Background: an optimization exercise with open tools, aiming at small area, a short achievable clock period and few clock cycles per item. Do not read the settings as production practice.
RTL that was checked went through simulation tests only; none was proved equivalent to the original.
Power is estimated from default activity; no workload was simulated.

Setup of job 2929:
Design ECC_ENC_DEC, start of the top module:
module ECC_ENC_DEC
#(
parameter DATA_WIDTH = 32,
parameter AMBA_ADDR_WIDTH = 20,
parameter AMBA_WORD = 32
)
(
input wire clk,
input wire rst,
input wire [AMBA_ADDR_WIDTH-1:0] PADDR,
input wire [AMBA_WORD-1:0] PWDATA,
input wire PENABLE,
           PSEL,
           PWRITE,
output reg [AMBA_WORD-1:0] PRDATA,
output reg [DATA_WIDTH-1:0] data_out,
output reg operation_done,
output reg [1:0] num_of_errors
);
Settings: LEC_CHECK=0, CAP_MARGIN=20, CORE_MARGIN=2, CORE_UTILIZATION=40, CTS_CLUSTER_DIAMETER=100, CTS_CLUSTER_SIZE=30, SETUP_SLACK_MARGIN=2.9, SLEW_MARGIN=20; clock period 5.0 ns.
standard.sh (not shown) runs the stock make flow with config.mk's settings and CLKGATE_MAP_FILE= SYNTH_SCRIPT=/design/flow/synth_recipe.tcl, a recipe that flattens the netlist after the stock synthesis.
==> flow/flow/run.sh <==
#!/bin/bash
# The standard layout (standard.sh), with two changes to the cells it may use:
#  - the port buffers are buf_1 cells instead of the delay cell buffer_ports picks by default;
#  - the 3-input XOR/XNOR cells are added to the platform's don't-use list, so that
#    synthesis and repair build the parity trees from 2-input XOR/XNOR cells.
set -euo pipefail
export BUFFER_PORTS_ARGS="-buffer_cell sky130_fd_sc_hd__buf_1"
DU=$(make -s -C "$FLOW_HOME" DESIGN_CONFIG="$PWD/config.mk" WORK_HOME="$PWD/orfs" print-DONT_USE_CELLS 2> print.log | sed -n 's/^DONT_USE_CELLS: //p')
[ -n "$DU" ]
DU="$DU sky130_fd_sc_hd__xnor3_1 sky130_fd_sc_hd__xnor3_2 sky130_fd_sc_hd__xnor3_4 sky130_fd_sc_hd__xor3_1 sky130_fd_sc_hd__xor3_2 sky130_fd_sc_hd__xor3_4"
echo "DONT_USE_CELLS=$DU" > dont_use.txt
bash standard.sh DONT_USE_CELLS="$DU" finish > standard.log 2>&1
Job 2929 | status: complete | timing, DRC, antenna: pass
Testbench counts of job 2929, summed over its fixed seeds: cycles 12,384, ops 1,920.
diff inputs: job 2929 => job 8174
- an added GPL_TIMING_DRIVEN of 0
- a change of CTS_CLUSTER_SIZE from 30 to 25
## What came out
Side by side, met3 demand-to-capacity share in global routing turned out lower in job 8174 than in job 2929. | minimum setup slack after placement | job 8174 vs job 2929 | 0.041 ns higher |. Relative to job 2929, setup slack of the worst register-to-register path increased by 0.12 ns in job 8174.
Modified inputs, job 5227 compared to job 8174
- swapping 2.9 for 2.85 in SETUP_SLACK_MARGIN
- clearing GPL_TIMING_DRIVEN, which used to be 0
==> notes.md <==
- Against job 8174, job 5227 comes in 71 lower on count of non-filler cells in the finished layout.
- Cmp job 5227 vs job 8174: multi-input gate area in the final layout lower in job 5227
- Of job 5227 and job 8174, it is job 5227 that has the lower via count of the first global-routing pass.
- A worst setup path endpoint of data_out[16] is what job 5227 shows, while sN[1] belongs to job 8174.
- The faster design of the two is job 8174; job 5227 tops out lower.
Inputs modified between job 5227 and job 9161:
- SETUP_SLACK_MARGIN now 2.95, was 2.85
Results
Job 9161 vs. job 5227: area of combinational cells with multiple inputs up about 2.2%; met3 wirelength from detailed routing fell 6.8%; final worst-path cycle share decreased by 2.6 points relative to the old numbers.
Multi-input combinational area share up 0.18 points in job 9161 wrt job 5227
After detailed routing, job 5227 needs less wire than job 9161.
Job 5227 completed every stage of the flow, and the final layout passed the timing, DRC and antenna checks.
Job 9161 closes out successfully: all stages finished, all timing, DRC and antenna checks passed.
On final antenna-violating net count, job 5227 and job 9161 are neck and neck.
NOISE_REG[29] as the launch point of the critical path was reported by job 9161, and mode[1] by job 5227.
Worst-case hold slack: higher on job 9161
Job 9161 vs job 5227: critical path depth down in job 9161


the reference run:
ECC_ENC_DEC, a different RTL version from the one above (not shown whole).
Size in the first run: about 1000 cells after synthesis, ~220 flip-flops, roughly 120 I/O pins, about 12000 um^2 of cells after synthesis.
==> flow/config.mk <==
export PLATFORM = sky130hd
export DESIGN_NAME = ECC_ENC_DEC
export DESIGN_NICKNAME = ECC_ENC_DEC
export VERILOG_FILES = /design/flow/design.v
export SDC_FILE = /design/flow/constraint.sdc
export NUM_CORES = 4
export LEC_CHECK = 0
export CAP_MARGIN = 20
export CORE_MARGIN = 2
export CORE_UTILIZATION = 40
export CTS_CLUSTER_DIAMETER = 100
export CTS_CLUSTER_SIZE = 25
export SETUP_SLACK_MARGIN = 3.0
export SLEW_MARGIN = 20
==> flow/constraint.sdc <==
create_clock -name core_clock -period 5.0 [get_ports {clk}]
set_input_delay 1.0000 -clock core_clock [delete_from_list [all_inputs] [get_ports {clk}]]
set_output_delay 1.0000 -clock core_clock [all_outputs]
set_load 0.01 [all_outputs]
==> flow/flow/run.sh <==
#!/bin/bash
# The standard layout (standard.sh), with the port buffers made from buf_1 cells
# instead of the delay cell that buffer_ports picks by default.
set -euo pipefail
export BUFFER_PORTS_ARGS="-buffer_cell sky130_fd_sc_hd__buf_1"
bash standard.sh > standard.log 2>&1
The reference run ran to completion and came out clean on the timing, DRC and antenna checks.
Here is what was changed in the inputs of the trial run compared with the reference run.
- CTS_CLUSTER_DIAMETER: 100 -> unset
- CTS_CLUSTER_SIZE: 25 -> unset
Notes after the runs:
- Part of the total power dissipated in the clock network (lower): the reference run
- Wire length after detailed routing up about 0.5% in the trial run wrt the reference run
- Changes observed in the trial run relative to the reference run: number of buffers other than clock buffers in the final layout -1, delay of the slowest cell on the worst path -50 ps.
- NOTE: part of the total power dissipated in sequential elements in the trial run falls short of that of the reference run
- Summary of the trial run over the reference run: shortest period the worst path allows went down 63 ps, first-pass GRT wire length roughly the same, period utilization fell 1.3 points, initial antenna violation count went down 1, met2 layer wire length in the routed design dropped about 1%.
No run of this note included a check of the RTL's function; only the layout flow was run.


## rev 12
Another version of the RTL of ECC_ENC_DEC (not shown whole).
For scale: about 1000 cells after synthesis, about 220 flip-flops.
Design ECC_ENC_DEC, start of the top module:
module ECC_ENC_DEC
#(
parameter DATA_WIDTH = 32,
parameter AMBA_ADDR_WIDTH = 20,
parameter AMBA_WORD = 32
)
(
input wire clk,
input wire rst,
input wire [AMBA_ADDR_WIDTH-1:0] PADDR,
input wire [AMBA_WORD-1:0] PWDATA,
input wire PENABLE,
           PSEL,
           PWRITE,
output reg [AMBA_WORD-1:0] PRDATA,
output reg [DATA_WIDTH-1:0] data_out,
output reg operation_done,
output reg [1:0] num_of_errors
);
reg [31:0] CTRL_REG, DATA_IN_REG, CODEWORD_WIDTH_REG, NOISE_REG;
reg [3:0] we;
always @(posedge clk or negedge rst) begin : wr_decode
  if (!rst) we <= 4'd0;
  else begin
    we[0] <= PSEL & ~PENABLE & PWRITE & (PADDR[3:2] == 2'b00);
    we[1] <= PSEL & ~PENABLE & PWRITE & (PADDR[3:2] == 2'b01);
    we[2] <= PSEL & ~PENABLE & PWRITE & (PADDR[3:2] == 2'b10);
    we[3] <= PSEL & ~PENABLE & PWRITE & (PADDR[3:2] == 2'b11);
  end
end
always @(posedge clk or negedge rst) begin : regs
  if (!rst) begin
    CTRL_REG <= 32'd0; DATA_IN_REG <= 32'd0; CODEWORD_WIDTH_REG <= 32'd0; NOISE_REG <= 32'd0;
  ...
==> flow/config.mk <==
export PLATFORM = sky130hd
export DESIGN_NAME = ECC_ENC_DEC
export DESIGN_NICKNAME = ECC_ENC_DEC
export VERILOG_FILES = /design/flow/design.v
export SDC_FILE = /design/flow/constraint.sdc
export NUM_CORES = 4
export LEC_CHECK = 0
export CAP_MARGIN = 20
export CORE_MARGIN = 2
export CORE_UTILIZATION = 40
export CTS_CLUSTER_DIAMETER = 100
export CTS_CLUSTER_SIZE = 25
export SETUP_SLACK_MARGIN = 2.9
export SLEW_MARGIN = 20
==> flow/constraint.sdc <==
create_clock -name core_clock -period 5.0 [get_ports {clk}]
set_input_delay 1.0000 -clock core_clock [delete_from_list [all_inputs] [get_ports {clk}]]
set_output_delay 1.0000 -clock core_clock [all_outputs]
set_load 0.01 [all_outputs]
==> flow/flow/run.sh <==
#!/bin/bash
# The standard layout (standard.sh), with two changes to the cells it may use:
#  - the port buffers are buf_1 cells instead of the delay cell buffer_ports picks by default;
#  - the 3-input XOR/XNOR cells are added to the platform's don't-use list, so that
#    synthesis and repair build the parity trees from 2-input XOR/XNOR cells.
set -euo pipefail
export BUFFER_PORTS_ARGS="-buffer_cell sky130_fd_sc_hd__buf_1"
DU=$(make -s -C "$FLOW_HOME" DESIGN_CONFIG="$PWD/config.mk" WORK_HOME="$PWD/orfs" print-DONT_USE_CELLS 2> print.log | sed -n 's/^DONT_USE_CELLS: //p')
[ -n "$DU" ]
DU="$DU sky130_fd_sc_hd__xnor3_1 sky130_fd_sc_hd__xnor3_2 sky130_fd_sc_hd__xnor3_4 sky130_fd_sc_hd__xor3_1 sky130_fd_sc_hd__xor3_2 sky130_fd_sc_hd__xor3_4"
echo "DONT_USE_CELLS=$DU" > dont_use.txt
bash standard.sh DONT_USE_CELLS="$DU" finish > standard.log 2>&1
Relative to rev 12, the following input files were edited for rev 13:
Settings: SETUP_SLACK_MARGIN changed from 2.9 to 2.95.
### Flow results
Rev 13 vs rev 12, required time of the critical path went down by 40 ps.
Proportion of power drawn by the clock network delta (rev 12 -> rev 13): insignificant
Relative to rev 12, the share of cell area taken by flip-flops and latches of rev 13 is lower by 0.42 points.
Diff rev 13 and rev 12: data arrival time of the critical path lower in rev 13
No functional check of the RTL was part of any run of this note.


P:
ECC_ENC_DEC with an RTL version that a note above also has.
Size in the first run: ~1000 cells after synthesis, about 230 flip-flops, ~12000 um2 of cells after synthesis.
export LEC_CHECK = 0
export CAP_MARGIN = 20
export CORE_MARGIN = 2
export CORE_UTILIZATION = 30
export CTS_CLUSTER_DIAMETER = 100
export CTS_CLUSTER_SIZE = 25
export SETUP_SLACK_MARGIN = 2.9
export SLEW_MARGIN = 20
create_clock -name core_clock -period 5.0 [get_ports {clk}]
Scripts as last shown in full above: flow/flow/run.sh
P finished every stage and its layout cleared the timing, DRC and antenna checks.
Testbench counts of P, summed over its fixed seeds: cycles 12,384, ops 1,920.
diff inputs: P => Q
- swapping 30 for 40 in CORE_UTILIZATION
- swapping 2.9 for 2.97 in SETUP_SLACK_MARGIN
Notes after the runs:
Going from P to Q, met2 track utilization from global routing increased 5.9 points; post-layout minimum cycle time now larger; fraction of layout cells with a size suffix above 1 moved up.
Sequential power was higher in the run labelled Q.
Against P as the reference, Q delivers a lower met2 wire length.
Q vs. P: worst setup slack after layout -21 ps; number of global-route vias before repair moved down.
What R does differently from Q at the input level:
- SETUP_SLACK_MARGIN: 2.97 -> 2.9
- CORE_UTILIZATION: 40 -> 50
## What came out
- Total area of multi-input combinational cells, Q and R: higher on Q
- Compared with Q, routed metal-1 wirelength in R decreased by a few percent.
- Hold slack delta for R relative to Q: 14 ps higher
- In R relative to Q, placer congestion estimate had gone down by a few percent.
- For the power, R came in 0.000073 W lower than Q did.
- R: overall global routing resource usage higher than Q
- R: done, clean on timing, DRC and antenna
Edits applied to the flow inputs when going from R to S:
- CORE_UTILIZATION now 40, was 50
- PLACE_DENSITY now 0.7, previously not set
## What came out
- Summary of S over R: power did not really move; wire length reported by the detailed router +2.4%.
- Compared with R, in S area of all placed cells without fillers has increased, synthesis-to-finish area growth has increased, initial cell density of the core has decreased, non-clock buffer count has increased.
Changes in T relative to S:
- swapping 25 for 20 in CTS_CLUSTER_SIZE
- swapping 100 for 80 in CTS_CLUSTER_DIAMETER
- clearing PLACE_DENSITY, which used to be 0.7
Results
When T is set beside S, its overall fraction of global-route tracks in use turns out to be 0.27 points larger.
Diff S -> T | overall routed net length | increase of 160 um
Any difference in placed standard-cell area between S and T is small enough to ignore.
Taking S as the reference point, the hold slack of T falls by 13 ps.
In the metrics for T and S, the one carrying the higher number of resized instances in the post-cts repair step is T.
T vs S: DRC violation total after the first TritonRoute iteration down in T
In the flow results for T and S, the setup slack of the critical path after layout is smaller on S.
For the pre-CTS setup slack, T came in 19 ps lower than S did.
T ended with less final critical delay including setup and external delays than S.
S → T: peak clock frequency supported by timing grew by 0.024 GHz; utilization grew by 0.32 points.

## port drivers added, routing unchanged
No port has a modelled driver above. Below, the same layouts with a new extraction and two added sets of constraints.
Step 1 sets driving cells, clkbuf_16 on the clock port and buf_2 on the other inputs (assumed; they add their load-dependent delay and slew).
Step 2 times the ports against the registers' clock, not the clock port: input delays grow and output delays shrink by t, the midpoint of the rising clock arrivals with the driver on.
Three values: no drivers, after step 1, after step 2; two values: the first two.
| run | t (ns) | slack for setup (ns) | hold WS [ns] | latest minus earliest clock arrival (ns) |
|---|---|---|---|---|
| job 2929 | 0.529 | 2.868 / 2.868 / 2.481 | 0.386 / 0.386 / 0.386 | 0.024 / 0.024 |
| job 8174 | 0.529 | 2.986 / 2.983 / 2.528 | 0.377 / 0.377 / 0.377 | 0.016 / 0.016 |
| job 5227 | 0.528 | 2.865 / 2.865 / 2.455 | 0.378 / 0.378 / 0.378 | 0.020 / 0.021 |
| job 9161 | 0.517 | 2.994 / 2.958 / 2.526 | 0.397 / 0.397 / 0.397 | 0.026 / 0.026 |
| the reference run | 0.530 | 2.786 / 2.786 / 2.556 | 0.509 / 0.509 / 0.509 | 0.021 / 0.020 |
| the trial run | 0.579 | 2.849 / 2.849 / 2.546 | 0.502 / 0.502 / 0.502 | 0.015 / 0.015 |
| rev 12 | 0.534 | 2.941 / 2.919 / 2.467 | 0.510 / 0.510 / 0.510 | 0.030 / 0.030 |
| rev 13 | 0.529 | 2.956 / 2.932 / 2.575 | 0.510 / 0.510 / 0.510 | 0.027 / 0.026 |
| P | 0.544 | 2.948 / 2.898 / 2.450 | 0.375 / 0.375 / 0.375 | 0.020 / 0.019 |
| Q | 0.522 | 2.927 / 2.927 / 2.620 | 0.374 / 0.374 / 0.374 | 0.031 / 0.032 |
| R | 0.529 | 2.874 / 2.874 / 2.502 | 0.388 / 0.388 / 0.388 | 0.026 / 0.026 |
| S | 0.518 | 2.857 / 2.857 / 2.512 | 0.393 / 0.393 / 0.393 | 0.032 / 0.031 |
| T | 0.520 | 2.961 / 2.952 / 2.468 | 0.380 / 0.380 / 0.380 | 0.013 / 0.013 |
After both steps every run listed still meets setup and hold. The setup slack of P, which loses most, moves by -0.050 ns with the drivers and by -0.498 ns with both steps.
